From an optimization exercise on the open Yosys and OpenROAD flow, aimed at small area, a short achievable clock period and few clock cycles; shortcuts taken in it are not production practice. At most, simulation tests tie the RTL to the original design; equivalence was not proved. Power is estimated from default activity; no workload was simulated.

## Core
module Core(
	input             clk,
	input             rst,                        
	input      [15:0] mem_to_core_data,           
	output     [15:0] core_to_mem_data,           
	output     [23:0] core_to_mem_address,        
	output            core_to_mem_write_enable);
Size: ~1900 cells after synthesis, about 420 flip-flops, ~59 I/O pins, roughly 20000 sq um of cells after synthesis.
clock: 7.0 ns
lec_check: 0
cap_margin: 20
core_margin: 2
core_utilization: 60
cts_cluster_diameter: 150
cts_cluster_size: 20
setup_slack_margin: 4.0
slew_margin: 20
standard.sh (not shown) runs the stock make flow with config.mk's settings and CLKGATE_MAP_FILE= SYNTH_SCRIPT=/design/flow/synth_recipe.tcl, a recipe that flattens the netlist after the stock synthesis.
==> flow/flow/run.sh <==
#!/bin/bash
# The standard layout (standard.sh: same synthesis script, registers and
# steps), with two changes to how cells are picked:
#  - ADDER_MAP_FILE is empty, so synthesis leaves adders to abc as plain logic
#    instead of fixed full/half adder cells;
#  - the input and output port buffers are buf_4 cells instead of the delay
#    buffers (clkdlybuf4s50_1) that buffer_ports picks by default.
# ORFS writes each step's full log under orfs/logs; make's output goes to
# standard.log.
set -euo pipefail
export ADDER_MAP_FILE=
export BUFFER_PORTS_ARGS="-buffer_cell sky130_fd_sc_hd__buf_4"
bash standard.sh > standard.log 2>&1
Testbench counts at the start, summed over its fixed seeds: cycles 53,178.
Next try:
SETUP_SLACK_MARGIN = 4.6   (was 4.0)
Outcome: Sequential power is about the same; cell count climbs by about 5%; total power rises by about 5%.
Next try:
CORE_UTILIZATION = 40   (was 60)
SETUP_SLACK_MARGIN = 4.0   (was 4.6)
Fmax drops by 7.3%.
Worst setup slack gets worse by 210 ps.
Utilization drops by 27 points.
Next try:
CORE_UTILIZATION = 60   (was 40)
SETUP_SLACK_MARGIN = 4.2   (was 4.0)
After rerunning: Global-route usage went up by 12 points; flip-flop and latch count does not change; setup slack gains 100 ps; final area went up by about 0.56%; clock-buffer cell count came out lower by 1; area after synthesis is unchanged; cell count came out lower by 8.2%.


Setup of rev 12:
Core, a different RTL version from the one above (not shown whole).
Size in the first run: roughly 2,000 cells after synthesis, about 370 flip-flops, roughly 59 I/O pins, roughly 0.021 mm2 of cells after synthesis.
export LEC_CHECK = 0
export CAP_MARGIN = 20
export CORE_MARGIN = 2
export CORE_UTILIZATION = 40
export SETUP_SLACK_MARGIN = 4.0
export SLEW_MARGIN = 20
create_clock -name core_clock -period 7.0 [get_ports {clk}]
run.sh (not shown) runs the stock make flow with config.mk's settings and CLKGATE_MAP_FILE= SYNTH_SCRIPT=/design/flow/synth_recipe.tcl, a recipe that flattens the netlist after the stock synthesis.
Stock flow here: none of the scripts above is used.
Rev 12: no failed stages, no open violations at the end
What rev 13 does differently from rev 12 at the input level:
==> flow/flow/run.sh (new file) <==
#!/bin/bash
# The standard layout (standard.sh, unchanged synthesis and steps), except
# that the input and output port buffers are buf_4 cells instead of the delay
# buffers (clkdlybuf4s50_1) that buffer_ports picks by default.
set -euo pipefail
export BUFFER_PORTS_ARGS="-buffer_cell sky130_fd_sc_hd__buf_4"
bash standard.sh > standard.log 2>&1
==> flow/standard.sh (new file) <==
#!/bin/bash
# synth_recipe.tcl (not shown) runs the flow's synth.tcl, then flattens the netlist and writes it again
# the make line also repeats each setting of config.mk as NAME=value (left out here)
make -C /OpenROAD-flow-scripts/flow DESIGN_CONFIG=/design/flow/config.mk WORK_HOME=/design/flow/orfs CLKGATE_MAP_FILE= SYNTH_SCRIPT=/design/flow/synth_recipe.tcl "${@:-finish}"
removed: flow/run.sh
==> results.txt <==
On setup clock skew after layout, rev 13 tracks rev 12 almost exactly.
The switching fraction of total power of rev 13 is higher than that of rev 12.
Rev 12 was routed with fewer vias than rev 13.
The lower maximum frequency of rev 13 and rev 12 is in rev 13.
Re power drawn by the combinational cells: rev 13 is about 3% up on rev 12.
The lower met3 usage in global routing came out of rev 13.
Critical path depth in cells came out lower on rev 13 than on rev 12.
Compared to rev 12, rev 13 has area of all placed cells without fillers about 0.8% lower.
Taking rev 12 as the reference point, the non-clock buffer contribution to total cell area of rev 13 falls by 0.62 points.
Total power of rev 13 is higher than that of rev 12.
Cells: rev 13 has fewer instances than rev 12
No functional check of the RTL was part of any run of this note.


lane 1:
Another version of the RTL of Core (not shown whole).
Size: about 1800 cells after synthesis, roughly 59 I/O pins.
==> flow/config.mk <==
export PLATFORM = sky130hd
export DESIGN_NAME = Core
export DESIGN_NICKNAME = Core
export VERILOG_FILES = /design/flow/design.v
export SDC_FILE = /design/flow/constraint.sdc
export NUM_CORES = 4
export LEC_CHECK = 0
export CAP_MARGIN = 20
export CORE_MARGIN = 2
export CORE_UTILIZATION = 60
export CTS_CLUSTER_DIAMETER = 150
export CTS_CLUSTER_SIZE = 20
export SETUP_SLACK_MARGIN = 4.4
export SLEW_MARGIN = 20
==> flow/constraint.sdc <==
create_clock -name core_clock -period 7.0 [get_ports {clk}]
set_input_delay 1.4000 -clock core_clock [delete_from_list [all_inputs] [get_ports {clk}]]
set_output_delay 1.4000 -clock core_clock [all_outputs]
set_load 0.01 [all_outputs]
standard.sh (not shown) runs the stock make flow with config.mk's settings and CLKGATE_MAP_FILE= SYNTH_SCRIPT=/design/flow/synth_recipe.tcl, a recipe that flattens the netlist after the stock synthesis.
==> flow/flow/run.sh <==
#!/bin/bash
# The standard layout (standard.sh: same synthesis script, registers and
# steps), with these changes to how cells are picked:
#  - ADDER_MAP_FILE is empty, so synthesis leaves adders to abc as plain logic
#    instead of fixed full/half adder cells;
#  - placement's first gate sizing (repair_design) sizes each driver for at
#    least 4 times its load's input capacitance (EARLY_SIZING_CAP_RATIO);
#  - the input and output port buffers are buf_4 cells instead of the delay
#    buffers (clkdlybuf4s50_1) that buffer_ports picks by default.
# ORFS writes each step's full log under orfs/logs; make's output goes to
# standard.log.
set -euo pipefail
export ADDER_MAP_FILE=
export EARLY_SIZING_CAP_RATIO=4
export BUFFER_PORTS_ARGS="-buffer_cell sky130_fd_sc_hd__buf_4"
bash standard.sh > standard.log 2>&1
Testbench counts of lane 1, summed over its fixed seeds: cycles 53,178.
For lane 2, these inputs were changed with respect to lane 1:
-- flow/flow/run.sh --
<<< lane 1, line 3
# steps), with these changes to how cells are picked:
>>> lane 2, line 3
# steps), with two changes to how cells are picked:
<<< lane 1, line 6
#  - placement's first gate sizing (repair_design) sizes each driver for at
#    least 4 times its load's input capacitance (EARLY_SIZING_CAP_RATIO);
>>> lane 2, line 6
<<< lane 1, line 14
export EARLY_SIZING_CAP_RATIO=4
>>> lane 2, line 12
- Reported for lane 1 and lane 2, minimum period implied by the final worst setup slack turned out identical to the last digit.
- Lane 2 and lane 1 ended up with roughly the same register-to-register slack.
- Compared with lane 1, in lane 2 port buffer count held steady; wire length of the first global-routing pass held steady.
[inputs] lane 3 vs lane 2
- GPL_ROUTABILITY_DRIVEN newly set to 0
Results
The higher non-clock buffer count in the final layout came out of lane 2. Compared with lane 2, lane 3 is more frugal on power. Of lane 3 and lane 2, lane 3 shows the lower global-route usage, with lane 2 above it. As far as multi-input combinational cell count is concerned, lane 2 and lane 3 perform about the same. Lane 3: net total in the final layout is 7 lower than what lane 2 reported.
For lane 4, these inputs were changed with respect to lane 3:
- CORE_UTILIZATION: 60 -> 50
- GPL_ROUTABILITY_DRIVEN: 0 -> unset
- PLACE_DENSITY: unset -> 0.75
[summary]
- Higher least setup slack across all paths after layout was reported by lane 4, not lane 3.
- | share of the final layout cell area in multi-input gates | lower: lane 3 |
- Taking lane 3 as the reference, in lane 4 clock insertion delay at the later pin of the skew report essentially unchanged, combined flip-flop and latch cell area essentially unchanged.
- Number of setup buffers added after CTS in lane 4 vs lane 3: down 29%
- Lane 4 went all the way through the flow, and no timing, DRC or antenna check failed.
- Summary of lane 4 over lane 3: share of the clock period used by the worst path after layout went down; number of global-route vias before repair went down.
- For lane 3, the timing startpoint of the critical path was ir[12], unlike lane 4, where it was ir[15].


Core, a different RTL version from the one above (not shown whole).
Size in the first run: roughly 1,800 cells after synthesis, ~420 flip-flops.
Settings: LEC_CHECK=0, CAP_MARGIN=20, CORE_MARGIN=2, CORE_UTILIZATION=60, CTS_CLUSTER_DIAMETER=150, CTS_CLUSTER_SIZE=20, SETUP_SLACK_MARGIN=4.2, SLEW_MARGIN=20; clock period 7.0 ns.
==> flow/flow/run.sh <==
#!/bin/bash
# The standard layout (standard.sh: same synthesis script, registers and
# steps), with two changes to how cells are picked:
#  - ADDER_MAP_FILE is empty, so synthesis leaves adders to abc as plain logic
#    instead of fixed full/half adder cells;
#  - the input and output port buffers are buf_4 cells instead of the delay
#    buffers (clkdlybuf4s50_1) that buffer_ports picks by default.
# ORFS writes each step's full log under orfs/logs; make's output goes to
# standard.log.
set -euo pipefail
export ADDER_MAP_FILE=
export BUFFER_PORTS_ARGS="-buffer_cell sky130_fd_sc_hd__buf_4"
bash standard.sh > standard.log 2>&1
Testbench counts at the start, summed over its fixed seeds: cycles 53,178.
Edit:
SETUP_SLACK_MARGIN = 4.6   (was 4.2)
Outcome: The new run finished clean; area after synthesis does not change; wire length came out higher by 5.1%; cell count came out higher by 3.5%; final area came out higher by 7.2%; via count came out higher by 3.7%.


== job 101 ==
Another version of the RTL of Core (not shown whole).
Size in the first run: about 1800 cells after synthesis, ~430 flip-flops, about 59 I/O pins, about 20000 um2 of cells after synthesis.
==> flow/config.mk <==
export PLATFORM = sky130hd
export DESIGN_NAME = Core
export DESIGN_NICKNAME = Core
export VERILOG_FILES = /design/flow/design.v
export SDC_FILE = /design/flow/constraint.sdc
export NUM_CORES = 4
export LEC_CHECK = 0
export CAP_MARGIN = 20
export CORE_MARGIN = 2
export CORE_UTILIZATION = 60
export CTS_CLUSTER_DIAMETER = 150
export CTS_CLUSTER_SIZE = 20
export SETUP_SLACK_MARGIN = 4.4
export SLEW_MARGIN = 20
==> flow/constraint.sdc <==
create_clock -name core_clock -period 7.0 [get_ports {clk}]
set_input_delay 1.4000 -clock core_clock [delete_from_list [all_inputs] [get_ports {clk}]]
set_output_delay 1.4000 -clock core_clock [all_outputs]
set_load 0.01 [all_outputs]
==> flow/flow/run.sh <==
#!/bin/bash
# The standard layout (standard.sh: same synthesis script, registers and
# steps), with two changes to how cells are picked:
#  - ADDER_MAP_FILE is empty, so synthesis leaves adders to abc as plain logic
#    instead of fixed full/half adder cells;
#  - the input and output port buffers are buf_2 cells instead of the delay
#    buffers (clkdlybuf4s50_1) that buffer_ports picks by default.
# ORFS writes each step's full log under orfs/logs; make's output goes to
# standard.log.
set -euo pipefail
export ADDER_MAP_FILE=
export BUFFER_PORTS_ARGS="-buffer_cell sky130_fd_sc_hd__buf_2"
bash standard.sh > standard.log 2>&1
The flow did not stop early for job 101: all stages ran, and the layout cleared the timing, DRC and antenna checks.
The following lists how job 102 was set up differently from job 101:
==> flow/flow/run.sh <==
#!/bin/bash
# The standard layout (standard.sh: same synthesis script, registers and
# steps), with two changes to how cells are picked:
#  - ADDER_MAP_FILE is empty, so synthesis leaves adders to abc as plain logic
#    instead of fixed full/half adder cells;
#  - the input and output port buffers are buf_4 cells instead of the delay
#    buffers (clkdlybuf4s50_1) that buffer_ports picks by default.
# ORFS writes each step's full log under orfs/logs; make's output goes to
# standard.log.
set -euo pipefail
export ADDER_MAP_FILE=
export BUFFER_PORTS_ARGS="-buffer_cell sky130_fd_sc_hd__buf_4"
bash standard.sh > standard.log 2>&1
Results
- Diff job 102..job 101 | die area | unchanged
- Number of buffers inserted by hold repair at cts: job 102 vs job 101 identical
- Total power on job 102 is down relative to job 101.
- Job 102 vs. job 101: multi-input logic cell count neither gained nor lost much; summed area of non-filler cells in the final layout decreased by 1.3% relative to the old numbers; total instance count after detailed placement fell by about 0.5%; required time of the critical path up 0.26 ns; fraction of the cycle the final worst path needs moved down.
- Job 102: average wire length per cell after detail routing lower than job 101
- Final worst clock skew: job 102 and job 101 compared, higher one is job 101
- Of job 102 and job 101, it is job 102 that has the higher proportion of power drawn by flip-flops and latches.
Function was not checked in any run of this note: the RTL went through the layout flow alone.

re-timing with driven ports:
No port has a modelled driver above. Below, the same layouts with a new extraction and two added sets of constraints.
Step 1: set_driving_cell puts a clkbuf_16 on clk and a buf_2 on each other input, an assumption about the parent block.
Step 2 moves the port delays by t, midway between the first and last clock arrival at a register: inputs arrive t later, outputs are due t later. That takes back most of the time a late clock gives input paths.
Slacks: ideal ports / drivers / drivers and shift; pairs: ideal ports / drivers.
| run | t, ns | setup WS [ns] | worst data-port slew with drivers (ns) |
|---|---|---|---|
| the first run of note 1 | 0.623 | 4.079 / 4.079 / 3.745 | 0.04 |
| the second run of note 1 | 0.613 | 4.285 / 4.285 / 4.091 | 0.03 |
| the third run of note 1 | 0.627 | 4.071 / 4.071 / 3.747 | 0.04 |
| the fourth run of note 1 | 0.635 | 4.173 / 4.173 / 4.173 | 0.04 |
| rev 12 | 0.621 | 3.827 / 3.827 / 3.769 | 0.06 |
| rev 13 | 0.614 | 3.739 / 3.739 / 3.739 | 0.05 |
| lane 1 | 0.631 | 4.325 / 4.325 / 4.074 | 0.04 |
| lane 2 | 0.631 | 4.325 / 4.325 / 4.074 | 0.04 |
| lane 3 | 0.627 | 4.255 / 4.255 / 4.032 | 0.05 |
| lane 4 | 0.637 | 4.272 / 4.272 / 3.969 | 0.04 |
| the first run of note 4 | 0.625 | 4.179 / 4.179 / 4.047 | 0.04 |
| the second run of note 4 | 0.634 | 4.249 / 4.249 / 4.152 | 0.04 |
| job 101 | 0.627 | 4.281 / 4.281 / 3.996 | 0.03 |
| job 102 | 0.628 | 4.302 / 4.302 / 4.052 | 0.04 |
After both steps every run listed still meets setup and hold. For the first run of note 1, which loses most, drivers alone change the setup slack by 0.000 ns; drivers and shift together by -0.334 ns.
